Context: an optimization exercise on an open-source flow, tuned for small area. The choices shown serve that exercise and are no tape-out recipe.
Only simulation tests tie the RTL to the original design; equivalence was not proved.
Power is estimated from default activity; no workload was simulated.

Design Calculator, start of the top module:
module Calculator (
    input clk,
    input rst,
    input [1:0] InpNum,
    input InpSign,
    input [1:0] OP,
    output [6:0] InpSeg,
    output [6:0] ResSegUnits,
    output [6:0] ResSegTens,
    output [6:0] ResSegHundreds,
    output [6:0] SignSeg,
    output [6:0] ResSignSeg,
    output reg ZeroFlag,
    output SignFlag,
    output reg zeroResult
);
Size in the first run: ~240 cells after synthesis, roughly 52 I/O pins, roughly 0.0014 sq mm of cells after synthesis.
==> flow/config.mk <==
export PLATFORM = sky130hd
export DESIGN_NAME = Calculator
export DESIGN_NICKNAME = Calculator
export VERILOG_FILES = /design/flow/design.v
export SDC_FILE = /design/flow/constraint.sdc
export NUM_CORES = 4
export LEC_CHECK = 0
export CAP_MARGIN = 20
export CORE_MARGIN = 2
export CORE_UTILIZATION = 25
export CTS_BUF_LIST = sky130_fd_sc_hd__clkbuf_4
export SLEW_MARGIN = 20
==> flow/constraint.sdc <==
create_clock -name core_clock -period 20.0 [get_ports {clk}]
set_input_delay 4.0000 -clock core_clock [delete_from_list [all_inputs] [get_ports {clk}]]
set_output_delay 4.0000 -clock core_clock [all_outputs]
set_load 0.01 [all_outputs]
standard.sh (not shown) runs the stock make flow with config.mk's settings and CLKGATE_MAP_FILE= SYNTH_SCRIPT=/design/flow/synth_recipe.tcl, a recipe that flattens the netlist after the stock synthesis.
==> flow/flow/run.sh <==
#!/bin/bash
# Own layout flow: the standard synthesis, then an area-oriented re-mapping of the
# combinational logic (registers and tie cells kept as the standard synthesis made them),
# then the standard layout with the smallest buffer on each port, and one tie cell per
# constant value instead of one per constant output.
set -uo pipefail
W=$(pwd)
R=$W/orfs/results/$FLOW_PLATFORM/Calculator/base
LIB=$FLOW_HOME/platforms/$FLOW_PLATFORM/lib/sky130_fd_sc_hd__tt_025C_1v80.lib
bash standard.sh synth > $W/log_standard_synth.txt 2>&1 || exit 1
cp $R/1_2_yosys.v $W/std_1_2_yosys.v
# candidate ABC scripts for the re-mapping; the smallest result that completes is used
# (mfs3 sometimes stops on an internal assertion, so several seeds and a plain one are tried)
S1='dch -f\namap -F 5 -A 4\ntopo\nmfs3 -ae\ntopo'
S2='dch -f\namap -F 5 -A 4\ntopo\nmfs3 -a\ntopo'
S3='dch -f\namap -F 10 -A 10\ntopo\nmfs3 -a\ntopo'
S4='dch -f\namap -F 5 -A 4\ntopo'
S5='dch -f\nmap -a\ntopo\nmfs3 -a\ntopo'
S6='dch -f\nmap -a\ntopo'
# each mapping script with the default &deepsyn seed, and the first one with a few more seeds
N=0
for ks in 1:0 2:0 3:0 4:0 5:0 6:0 1:5 1:17 1:29 1:41 1:53 1:67; do
  N=$((N+1))
  k=${ks%%:*}; sd=${ks##*:}
  eval "m=\$S$k"
  printf 'strash\n&get -n\n&deepsyn -T 30 -S %d\n&put\n%b\n' $sd "$m" > $W/remap$N.abc
done
run_one() {
local i=$1
cat > $W/remap$i.ys <<EOY
read_liberty -ignore_miss_func $LIB
read_verilog $W/std_1_2_yosys.v
hierarchy -top $FLOW_TOP
blackbox sky130_fd_sc_hd__*df* sky130_fd_sc_hd__conb_1
flatten
hierarchy -top $FLOW_TOP
opt_clean
abc -liberty $LIB -script $W/remap$i.abc -dont_use sky130_fd_sc_hd__probe* -dont_use sky130_fd_sc_hd__lpflow*
opt_clean
tee -o $W/remap$i.stat stat -liberty $LIB
hilomap -singleton -hicell sky130_fd_sc_hd__conb_1 HI -locell sky130_fd_sc_hd__conb_1 LO
insbuf -buf sky130_fd_sc_hd__buf_1 A X
splitnets
opt_clean -purge
write_verilog -noattr -nohex -nodec $W/remap$i.v
EOY
yosys -s $W/remap$i.ys > $W/log_remap${i}_yosys.txt 2>&1
}
for i in $(seq 1 $N); do
  run_one $i &
  if [ $((i % 4)) = 0 ]; then wait; fi
done
wait
best=""; besta=""
for i in $(seq 1 $N); do
  if [ -s $W/remap$i.v ] && [ -s $W/remap$i.stat ] && ! grep -q "ERROR" $W/log_remap${i}_yosys.txt; then
    a=$(awk '/Chip area/{print $NF}' $W/remap$i.stat)
    echo "remap $i: area $a" >> $W/log_remap_choice.txt
    if [ -z "$best" ] || awk "BEGIN{exit !($a < $besta)}"; then best=$i; besta=$a; fi
  else
    echo "remap $i: failed" >> $W/log_remap_choice.txt
  fi
done
if [ -n "$best" ]; then
  echo "using remap $best" >> $W/log_remap_choice.txt
  cp $W/remap$best.v $R/1_2_yosys.v
  touch $R/1_2_yosys.v
fi
bash standard.sh 'BUFFER_PORTS_ARGS=-buffer_cell sky130_fd_sc_hd__buf_1' SKIP_REPAIR_TIE_FANOUT=1 finish > $W/log_standard_finish.txt 2>&1
Edit:
--- a/flow/flow/run.sh
+++ b/flow/flow/run.sh
@@ -24,5 +24,5 @@
   k=${ks%%:*}; sd=${ks##*:}
   eval "m=\$S$k"
-  printf 'strash\n&get -n\n&deepsyn -T 30 -S %d\n&put\n%b\n' $sd "$m" > $W/remap$N.abc
+  printf 'strash\n&get -n\n&deepsyn -T 20 -S %d\n&put\n%b\n' $sd "$m" > $W/remap$N.abc
 done
 run_one() {
Settings changed: CTS_CLUSTER_DIAMETER from default to 40, CTS_CLUSTER_SIZE from default to 8.
=> Via count went up by about 2.8%; synthesized area goes up by 2.1%; power rises by about 56%; die area came out higher by 2.0%; flip-flop and latch count stays the same; setup slack loses 0.031 ns; register-to-register slack gains 1.3 ns; design area rose by 2.3%.
Edit:
Settings changed: CTS_CLUSTER_DIAMETER 40 to default, CTS_CLUSTER_SIZE 8 to 6.
Effect: Worst setup slack is unchanged. Sequential power is about the same. Critical path depth is unchanged.

* * *

Starting RTL as in the previous note.
Settings: LEC_CHECK=0, CAP_MARGIN=20, CORE_MARGIN=2, CORE_UTILIZATION=25, SLEW_MARGIN=20; clock period 20.0 ns.
==> flow/flow/run.sh <==
#!/bin/bash
# Own layout flow: the standard synthesis, then an area-oriented re-mapping of the
# combinational logic (registers and tie cells kept as the standard synthesis made them),
# then the standard layout with the smallest buffer on each port.
set -euo pipefail
W=$(pwd)
R=$W/orfs/results/$FLOW_PLATFORM/Calculator/base
LIB=$FLOW_HOME/platforms/$FLOW_PLATFORM/lib/sky130_fd_sc_hd__tt_025C_1v80.lib
bash standard.sh synth > $W/log_standard_synth.txt 2>&1
cp $R/1_2_yosys.v $W/std_1_2_yosys.v
cat > $W/remap.abc <<EOA
strash
&get -n
&deepsyn -T 60
&put
dch -f
map -a
topo
EOA
cat > $W/remap.ys <<EOY
read_liberty -ignore_miss_func $LIB
read_verilog $W/std_1_2_yosys.v
hierarchy -top $FLOW_TOP
blackbox sky130_fd_sc_hd__*df* sky130_fd_sc_hd__*dl* sky130_fd_sc_hd__conb_1
flatten
hierarchy -top $FLOW_TOP
opt_clean
abc -liberty $LIB -script $W/remap.abc -dont_use sky130_fd_sc_hd__probe* -dont_use sky130_fd_sc_hd__lpflow*
opt_clean
hilomap -singleton -hicell sky130_fd_sc_hd__conb_1 HI -locell sky130_fd_sc_hd__conb_1 LO
insbuf -buf sky130_fd_sc_hd__buf_4 A X
splitnets
opt_clean -purge
stat -liberty $LIB
write_verilog -noattr -nohex -nodec $R/1_2_yosys.v
EOY
yosys -s $W/remap.ys > $W/log_remap_yosys.txt 2>&1
touch $R/1_2_yosys.v
bash standard.sh 'BUFFER_PORTS_ARGS=-buffer_cell sky130_fd_sc_hd__buf_1' finish > $W/log_standard_finish.txt 2>&1
The starting point finished clean.
Rerun with:
--- a/flow/flow/run.sh
+++ b/flow/flow/run.sh
@@ -39 +39 @@
-bash standard.sh 'BUFFER_PORTS_ARGS=-buffer_cell sky130_fd_sc_hd__buf_1' finish > $W/log_standard_finish.txt 2>&1
+bash standard.sh 'BUFFER_PORTS_ARGS=-buffer_cell sky130_fd_sc_hd__buf_1' SKIP_REPAIR_TIE_FANOUT=1 finish > $W/log_standard_finish.txt 2>&1
What happened:
- hold slack gains 0.0056 ns
- first-iteration DRC count came out lower by 46%
- wire length came out higher by about 1.8%
- maximum frequency came out higher by 4.2%
- cell area came out lower by about 2.2%
- power barely changes
- die area stays the same
Rerun with:
--- a/flow/flow/run.sh
+++ b/flow/flow/run.sh
@@ -4,2 +4,3 @@
-# then the standard layout with the smallest buffer on each port.
-set -euo pipefail
+# then the standard layout with the smallest buffer on each port, and one tie cell per
+# constant value instead of one per constant output.
+set -uo pipefail
@@ -9 +10 @@
-bash standard.sh synth > $W/log_standard_synth.txt 2>&1
+bash standard.sh synth > $W/log_standard_synth.txt 2>&1 || exit 1
@@ -11,10 +12,9 @@
-cat > $W/remap.abc <<EOA
-strash
-&get -n
-&deepsyn -T 60
-&put
-dch -f
-map -a
-topo
-EOA
-cat > $W/remap.ys <<EOY
+# candidate ABC scripts for the re-mapping; the smallest result that completes is used
+# (mfs3 sometimes stops on an internal assertion, so several seeds and a plain one are tried)
+for i in 1 2 3 4 5; do
+  printf 'strash\n&get -n\n&deepsyn -T 20 -S %d\n&put\ndch -f\nmap -a\ntopo\nmfs3 -ae\ntopo\nmfs3 -aer\ntopo\n' $((i*7)) > $W/remap$i.abc
+done
+printf 'strash\n&get -n\n&deepsyn -T 20\n&put\ndch -f\nmap -a\ntopo\n' > $W/remap6.abc
+best=""; besta=""
+for i in 1 2 3 4 5 6; do
+cat > $W/remap$i.ys <<EOY
@@ -24 +24 @@
-blackbox sky130_fd_sc_hd__*df* sky130_fd_sc_hd__*dl* sky130_fd_sc_hd__conb_1
+blackbox sky130_fd_sc_hd__*df* sky130_fd_sc_hd__conb_1
@@ -28 +28 @@
-abc -liberty $LIB -script $W/remap.abc -dont_use sky130_fd_sc_hd__probe* -dont_use sky130_fd_sc_hd__lpflow*
+abc -liberty $LIB -script $W/remap$i.abc -dont_use sky130_fd_sc_hd__probe* -dont_use sky130_fd_sc_hd__lpflow*
@@ -29,0 +30 @@
+tee -o $W/remap$i.stat stat -liberty $LIB
@@ -34,2 +35 @@
-stat -liberty $LIB
-write_verilog -noattr -nohex -nodec $R/1_2_yosys.v
+write_verilog -noattr -nohex -nodec $W/remap$i.v
@@ -37,2 +37,13 @@
-yosys -s $W/remap.ys > $W/log_remap_yosys.txt 2>&1
-touch $R/1_2_yosys.v
+  if yosys -s $W/remap$i.ys > $W/log_remap${i}_yosys.txt 2>&1 && [ -s $W/remap$i.v ]; then
+    a=$(awk '/Chip area/{print $NF}' $W/remap$i.stat)
+    echo "remap $i: area $a" >> $W/log_remap_choice.txt
+    if [ -z "$best" ] || awk "BEGIN{exit !($a < $besta)}"; then best=$i; besta=$a; fi
+  else
+    echo "remap $i: failed" >> $W/log_remap_choice.txt
+  fi
+done
+if [ -n "$best" ]; then
+  echo "using remap $best" >> $W/log_remap_choice.txt
+  cp $W/remap$best.v $R/1_2_yosys.v
+  touch $R/1_2_yosys.v
+fi
Settings changed: CTS_BUF_LIST set to sky130_fd_sc_hd__clkbuf_4.
What happened: The new run went through all stages and came out clean; global-route usage came out lower by 1.3 points; sequential power came out lower by 7.4%; wire length came out lower by 7.4%; synthesized cell count came out lower by 1.1%; clock skew stays flat; sequential cell count stays the same; core utilization came out lower by 0.37 points.
Rerun with:
--- a/flow/flow/run.sh
+++ b/flow/flow/run.sh
@@ -14,2 +14,9 @@
-for i in 1 2 3 4 5; do
-  printf 'strash\n&get -n\n&deepsyn -T 20 -S %d\n&put\ndch -f\nmap -a\ntopo\nmfs3 -ae\ntopo\nmfs3 -aer\ntopo\n' $((i*7)) > $W/remap$i.abc
+S1='dch -f\namap -F 5 -A 4\ntopo\nmfs3 -ae\ntopo'
+S2='dch -f\namap -F 5 -A 4\ntopo\nmfs3 -a\ntopo'
+S3='dch -f\namap -F 10 -A 10\ntopo\nmfs3 -a\ntopo'
+S4='dch -f\namap -F 5 -A 4\ntopo'
+S5='dch -f\nmap -a\ntopo\nmfs3 -a\ntopo'
+S6='dch -f\nmap -a\ntopo'
+for i in 1 2 3 4 5 6; do
+  eval "m=\$S$i"
+  printf 'strash\n&get -n\n&deepsyn -T 20\n&put\n%b\n' "$m" > $W/remap$i.abc
@@ -17 +23,0 @@
-printf 'strash\n&get -n\n&deepsyn -T 20\n&put\ndch -f\nmap -a\ntopo\n' > $W/remap6.abc
@@ -32 +38 @@
-insbuf -buf sky130_fd_sc_hd__buf_4 A X
+insbuf -buf sky130_fd_sc_hd__buf_1 A X
Settings changed: CTS_BUF_LIST sky130_fd_sc_hd__clkbuf_4 to sky130_fd_sc_hd__clkbuf_4 sky130_fd_sc_hd__clkbuf_8.
The new run finished with timing, DRC and antenna clean.
Total power climbs by 8.2%.
Via count drops by 4.2%.
Count of clock-buffer cells in the layout is unchanged.
Register-to-register slack got worse by 1.0 ns.
Combinational power climbs by 5.9%.
Global-route usage climbs by 1.8 points.
Utilization climbs by 1.5 points.
Wire length hardly moves.
Synthesized cell count drops by 8.7%.

* * *

Calculator, a different RTL version from the one above (not shown whole).
Size: roughly 280 cells after synthesis, ~18 flip-flops, ~52 I/O pins, roughly 2200 um2 of cells after synthesis.
export LEC_CHECK = 0
export CAP_MARGIN = 20
export CORE_MARGIN = 2
export CORE_UTILIZATION = 25
export SLEW_MARGIN = 20
create_clock -name core_clock -period 20.0 [get_ports {clk}]
run.sh (not shown) runs the stock make flow with config.mk's settings and CLKGATE_MAP_FILE= SYNTH_SCRIPT=/design/flow/synth_recipe.tcl, a recipe that flattens the netlist after the stock synthesis.
Stock flow here: none of the scripts above is used.
==> next run, changes <==
==> flow/flow/run.sh (new file) <==
#!/bin/bash
# Own layout flow: the standard synthesis, then an area-oriented re-mapping of the
# combinational logic (registers and tie cells kept as the standard synthesis made them),
# then the standard layout with the smallest buffer on each port.
set -euo pipefail
W=$(pwd)
R=$W/orfs/results/$FLOW_PLATFORM/Calculator/base
LIB=$FLOW_HOME/platforms/$FLOW_PLATFORM/lib/sky130_fd_sc_hd__tt_025C_1v80.lib
bash standard.sh synth > $W/log_standard_synth.txt 2>&1
cp $R/1_2_yosys.v $W/std_1_2_yosys.v
cat > $W/remap.abc <<EOA
strash
&get -n
&deepsyn -T 60
&put
dch -f
map -a
topo
EOA
cat > $W/remap.ys <<EOY
read_liberty -ignore_miss_func $LIB
read_verilog $W/std_1_2_yosys.v
hierarchy -top $FLOW_TOP
blackbox sky130_fd_sc_hd__*df* sky130_fd_sc_hd__*dl* sky130_fd_sc_hd__conb_1
flatten
hierarchy -top $FLOW_TOP
opt_clean
abc -liberty $LIB -script $W/remap.abc -dont_use sky130_fd_sc_hd__probe* -dont_use sky130_fd_sc_hd__lpflow*
opt_clean
hilomap -singleton -hicell sky130_fd_sc_hd__conb_1 HI -locell sky130_fd_sc_hd__conb_1 LO
insbuf -buf sky130_fd_sc_hd__buf_4 A X
splitnets
opt_clean -purge
stat -liberty $LIB
write_verilog -noattr -nohex -nodec $R/1_2_yosys.v
EOY
yosys -s $W/remap.ys > $W/log_remap_yosys.txt 2>&1
touch $R/1_2_yosys.v
bash standard.sh 'BUFFER_PORTS_ARGS=-buffer_cell sky130_fd_sc_hd__buf_1' finish > $W/log_standard_finish.txt 2>&1
==> flow/standard.sh (new file) <==
#!/bin/bash
# synth_recipe.tcl (not shown) runs the flow's synth.tcl, then flattens the netlist and writes it again
# the make line also repeats each setting of config.mk as NAME=value (left out here)
make -C /OpenROAD-flow-scripts/flow DESIGN_CONFIG=/design/flow/config.mk WORK_HOME=/design/flow/orfs CLKGATE_MAP_FILE= SYNTH_SCRIPT=/design/flow/synth_recipe.tcl "${@:-finish}"
removed: flow/run.sh
Result: Count of clock-buffer cells in the layout fell by 1. Via count is lower by about 1%. Design area fell by about 21%. Power is lower by 21%. Hold slack gets worse by 0.043 ns.

* * *

## build 2
RTL: one of the versions met above, not the one the previous note started from.
Size: roughly 240 cells after synthesis, ~52 I/O pins, ~1500 um2 of cells after synthesis.
// Calculator
module Calculator (
    input clk,
    input rst,
    input [1:0] InpNum,
    input InpSign,
    input [1:0] OP,
    output [6:0] InpSeg,
    output [6:0] ResSegUnits,
    output [6:0] ResSegTens,
    output [6:0] ResSegHundreds,
    output [6:0] SignSeg,
    output [6:0] ResSignSeg,
    output reg ZeroFlag,
    output SignFlag,
    output reg zeroResult
);
Settings: LEC_CHECK=0, CAP_MARGIN=20, CORE_MARGIN=2, CORE_UTILIZATION=25, CTS_BUF_LIST=sky130_fd_sc_hd__clkbuf_4, SLEW_MARGIN=20; clock period 20.0 ns.
standard.sh (not shown) runs the stock make flow with config.mk's settings and CLKGATE_MAP_FILE= SYNTH_SCRIPT=/design/flow/synth_recipe.tcl, a recipe that flattens the netlist after the stock synthesis.
==> flow/flow/run.sh <==
#!/bin/bash
# Own layout flow: the standard synthesis, then an area-oriented re-mapping of the
# combinational logic (registers and tie cells kept as the standard synthesis made them),
# then the standard layout with the smallest buffer on each port, and one tie cell per
# constant value instead of one per constant output.
set -uo pipefail
W=$(pwd)
R=$W/orfs/results/$FLOW_PLATFORM/Calculator/base
LIB=$FLOW_HOME/platforms/$FLOW_PLATFORM/lib/sky130_fd_sc_hd__tt_025C_1v80.lib
bash standard.sh synth > $W/log_standard_synth.txt 2>&1 || exit 1
cp $R/1_2_yosys.v $W/std_1_2_yosys.v
# candidate ABC scripts for the re-mapping; the smallest result that completes is used
# (mfs3 sometimes stops on an internal assertion, so several seeds and a plain one are tried)
for i in 1 2 3 4 5 6; do
  if [ $((i % 2)) = 1 ]; then m='mfs3 -a'; else m='mfs3 -ae'; fi
  printf 'strash\n&get -n\n&deepsyn -T 20\n&put\ndch -f\nmap -a\ntopo\n%s\ntopo\n' "$m" > $W/remap$i.abc
done
printf 'strash\n&get -n\n&deepsyn -T 20\n&put\ndch -f\nmap -a\ntopo\n' > $W/remap7.abc
best=""; besta=""
for i in 1 2 3 4 5 6 7; do
cat > $W/remap$i.ys <<EOY
read_liberty -ignore_miss_func $LIB
read_verilog $W/std_1_2_yosys.v
hierarchy -top $FLOW_TOP
blackbox sky130_fd_sc_hd__*df* sky130_fd_sc_hd__conb_1
flatten
hierarchy -top $FLOW_TOP
opt_clean
abc -liberty $LIB -script $W/remap$i.abc -dont_use sky130_fd_sc_hd__probe* -dont_use sky130_fd_sc_hd__lpflow*
opt_clean
tee -o $W/remap$i.stat stat -liberty $LIB
hilomap -singleton -hicell sky130_fd_sc_hd__conb_1 HI -locell sky130_fd_sc_hd__conb_1 LO
insbuf -buf sky130_fd_sc_hd__buf_4 A X
splitnets
opt_clean -purge
write_verilog -noattr -nohex -nodec $W/remap$i.v
EOY
  if yosys -s $W/remap$i.ys > $W/log_remap${i}_yosys.txt 2>&1 && [ -s $W/remap$i.v ]; then
    a=$(awk '/Chip area/{print $NF}' $W/remap$i.stat)
    echo "remap $i: area $a" >> $W/log_remap_choice.txt
    if [ -z "$best" ] || awk "BEGIN{exit !($a < $besta)}"; then best=$i; besta=$a; fi
  else
    echo "remap $i: failed" >> $W/log_remap_choice.txt
  fi
done
if [ -n "$best" ]; then
  echo "using remap $best" >> $W/log_remap_choice.txt
  cp $W/remap$best.v $R/1_2_yosys.v
  touch $R/1_2_yosys.v
fi
bash standard.sh 'BUFFER_PORTS_ARGS=-buffer_cell sky130_fd_sc_hd__buf_1' SKIP_REPAIR_TIE_FANOUT=1 finish > $W/log_standard_finish.txt 2>&1
Changes in build 85 relative to build 2:
- an added PLACE_DENSITY of 0.75
- a change of CORE_UTILIZATION from 25 to 30
diff --git a/flow/flow/run.sh b/flow/flow/run.sh
--- a/flow/flow/run.sh
+++ b/flow/flow/run.sh
@@ -12,11 +12,20 @@
 # candidate ABC scripts for the re-mapping; the smallest result that completes is used
 # (mfs3 sometimes stops on an internal assertion, so several seeds and a plain one are tried)
-for i in 1 2 3 4 5 6; do
-  if [ $((i % 2)) = 1 ]; then m='mfs3 -a'; else m='mfs3 -ae'; fi
-  printf 'strash\n&get -n\n&deepsyn -T 20\n&put\ndch -f\nmap -a\ntopo\n%s\ntopo\n' "$m" > $W/remap$i.abc
+S1='dch -f\namap -F 5 -A 4\ntopo\nmfs3 -ae\ntopo'
+S2='dch -f\namap -F 5 -A 4\ntopo\nmfs3 -a\ntopo'
+S3='dch -f\namap -F 10 -A 10\ntopo\nmfs3 -a\ntopo'
+S4='dch -f\namap -F 5 -A 4\ntopo'
+S5='dch -f\nmap -a\ntopo\nmfs3 -a\ntopo'
+S6='dch -f\nmap -a\ntopo'
+# each mapping script with the default &deepsyn seed, and the first one with a few more seeds
+N=0
+for ks in 1:0 2:0 3:0 4:0 5:0 6:0 1:5 1:17 1:29 1:41 1:53 1:67; do
+  N=$((N+1))
+  k=${ks%%:*}; sd=${ks##*:}
+  eval "m=\$S$k"
+  printf 'strash\n&get -n\n&deepsyn -T 30 -S %d\n&put\n%b\n' $sd "$m" > $W/remap$N.abc
 done
-printf 'strash\n&get -n\n&deepsyn -T 20\n&put\ndch -f\nmap -a\ntopo\n' > $W/remap7.abc
-best=""; besta=""
-for i in 1 2 3 4 5 6 7; do
+run_one() {
+local i=$1
 cat > $W/remap$i.ys <<EOY
 read_liberty -ignore_miss_func $LIB
@@ -31,10 +40,19 @@
 tee -o $W/remap$i.stat stat -liberty $LIB
 hilomap -singleton -hicell sky130_fd_sc_hd__conb_1 HI -locell sky130_fd_sc_hd__conb_1 LO
-insbuf -buf sky130_fd_sc_hd__buf_4 A X
+insbuf -buf sky130_fd_sc_hd__buf_1 A X
 splitnets
 opt_clean -purge
 write_verilog -noattr -nohex -nodec $W/remap$i.v
 EOY
-  if yosys -s $W/remap$i.ys > $W/log_remap${i}_yosys.txt 2>&1 && [ -s $W/remap$i.v ]; then
+yosys -s $W/remap$i.ys > $W/log_remap${i}_yosys.txt 2>&1
+}
+for i in $(seq 1 $N); do
+  run_one $i &
+  if [ $((i % 4)) = 0 ]; then wait; fi
+done
+wait
+best=""; besta=""
+for i in $(seq 1 $N); do
+  if [ -s $W/remap$i.v ] && [ -s $W/remap$i.stat ] && ! grep -q "ERROR" $W/log_remap${i}_yosys.txt; then
     a=$(awk '/Chip area/{print $NF}' $W/remap$i.stat)
     echo "remap $i: area $a" >> $W/log_remap_choice.txt
Layout-stage area growth over the synthesis result in build 85 is 4.7 points above build 2. Build 85: synthesized cell count 2 above build 2. Setup slack ends up lower on build 2.
The inputs of build 54 differ from those of build 85 as listed below.
- PLACE_DENSITY changed from 0.75 to 0.8
- CORE_UTILIZATION changed from 30 to 25
### Flow results
When the final numbers for build 54 and build 85 were put side by side, the logic gate share of total power turned out to be smaller in build 85.
Multi-input gate area in the final layout, build 54 and build 85: lower on build 85
The faster design of the two is build 85; build 54 tops out lower.
Half-perimeter wire length after detailed placement for build 54 is higher than for build 85.
Total stage count of the critical path: build 54 > build 85
As of build 54, via count had risen slightly compared to build 85.
Compared with build 85, build 54 shows first-pass GRT wire length higher by about 8%.
Between build 54 and build 85, the layout buffering overhead excluding clock cells figures differ only marginally.
The growth of design area from synthesis to finish of build 54 exceeds that of build 85 by 1.2 points.

==> static timing again, ports no longer ideal <==
How much do the figures lean on ideal ports? The routed layouts below were timed once more, with nothing changed but the port constraints.
Step 1 assumes that a clkbuf_16 drives the clock port and a buf_2 every other input.
Step 2, shift: input delay + t, output delay - t, t = (earliest + latest rising clock arrival at the registers) / 2. This alone moves slack from input paths to output paths.
a / b / c = ideal ports / drivers / drivers and shift; a / b = the first two.
run | shift t [ns] | setup WS [ns] | worst register clock-pin slew, ns
the first run of note 1 | 0.309 | 10.923 / 10.900 / 10.900 | 0.12 / 0.12
the second run of note 1 | 0.317 | 10.892 / 10.869 / 10.869 | 0.09 / 0.09
the third run of note 1 | 0.317 | 10.892 / 10.869 / 10.869 | 0.09 / 0.09
the first run of note 2 | 0.286 | 10.439 / 10.413 / 10.413 | 0.08 / 0.08
the second run of note 2 | 0.286 | 10.826 / 10.804 / 10.804 | 0.08 / 0.08
the third run of note 2 | 0.326 | 10.833 / 10.809 / 10.809 | 0.10 / 0.10
the fourth run of note 2 | 0.270 | 10.902 / 10.880 / 10.880 | 0.07 / 0.07
the first run of note 3 | 0.279 | 10.187 / 10.162 / 10.162 | 0.07 / 0.07
the second run of note 3 | 0.270 | 10.416 / 10.393 / 10.393 | 0.07 / 0.07
build 2 | 0.318 | 10.366 / 10.336 / 10.336 | 0.12 / 0.12
build 85 | 0.309 | 11.135 / 11.113 / 11.113 | 0.11 / 0.11
build 54 | 0.307 | 10.914 / 10.890 / 10.890 | 0.10 / 0.10
After both steps every run listed still meets setup and hold. The setup slack of build 2, which loses most, moves by -0.030 ns with the drivers and by -0.030 ns with both steps.
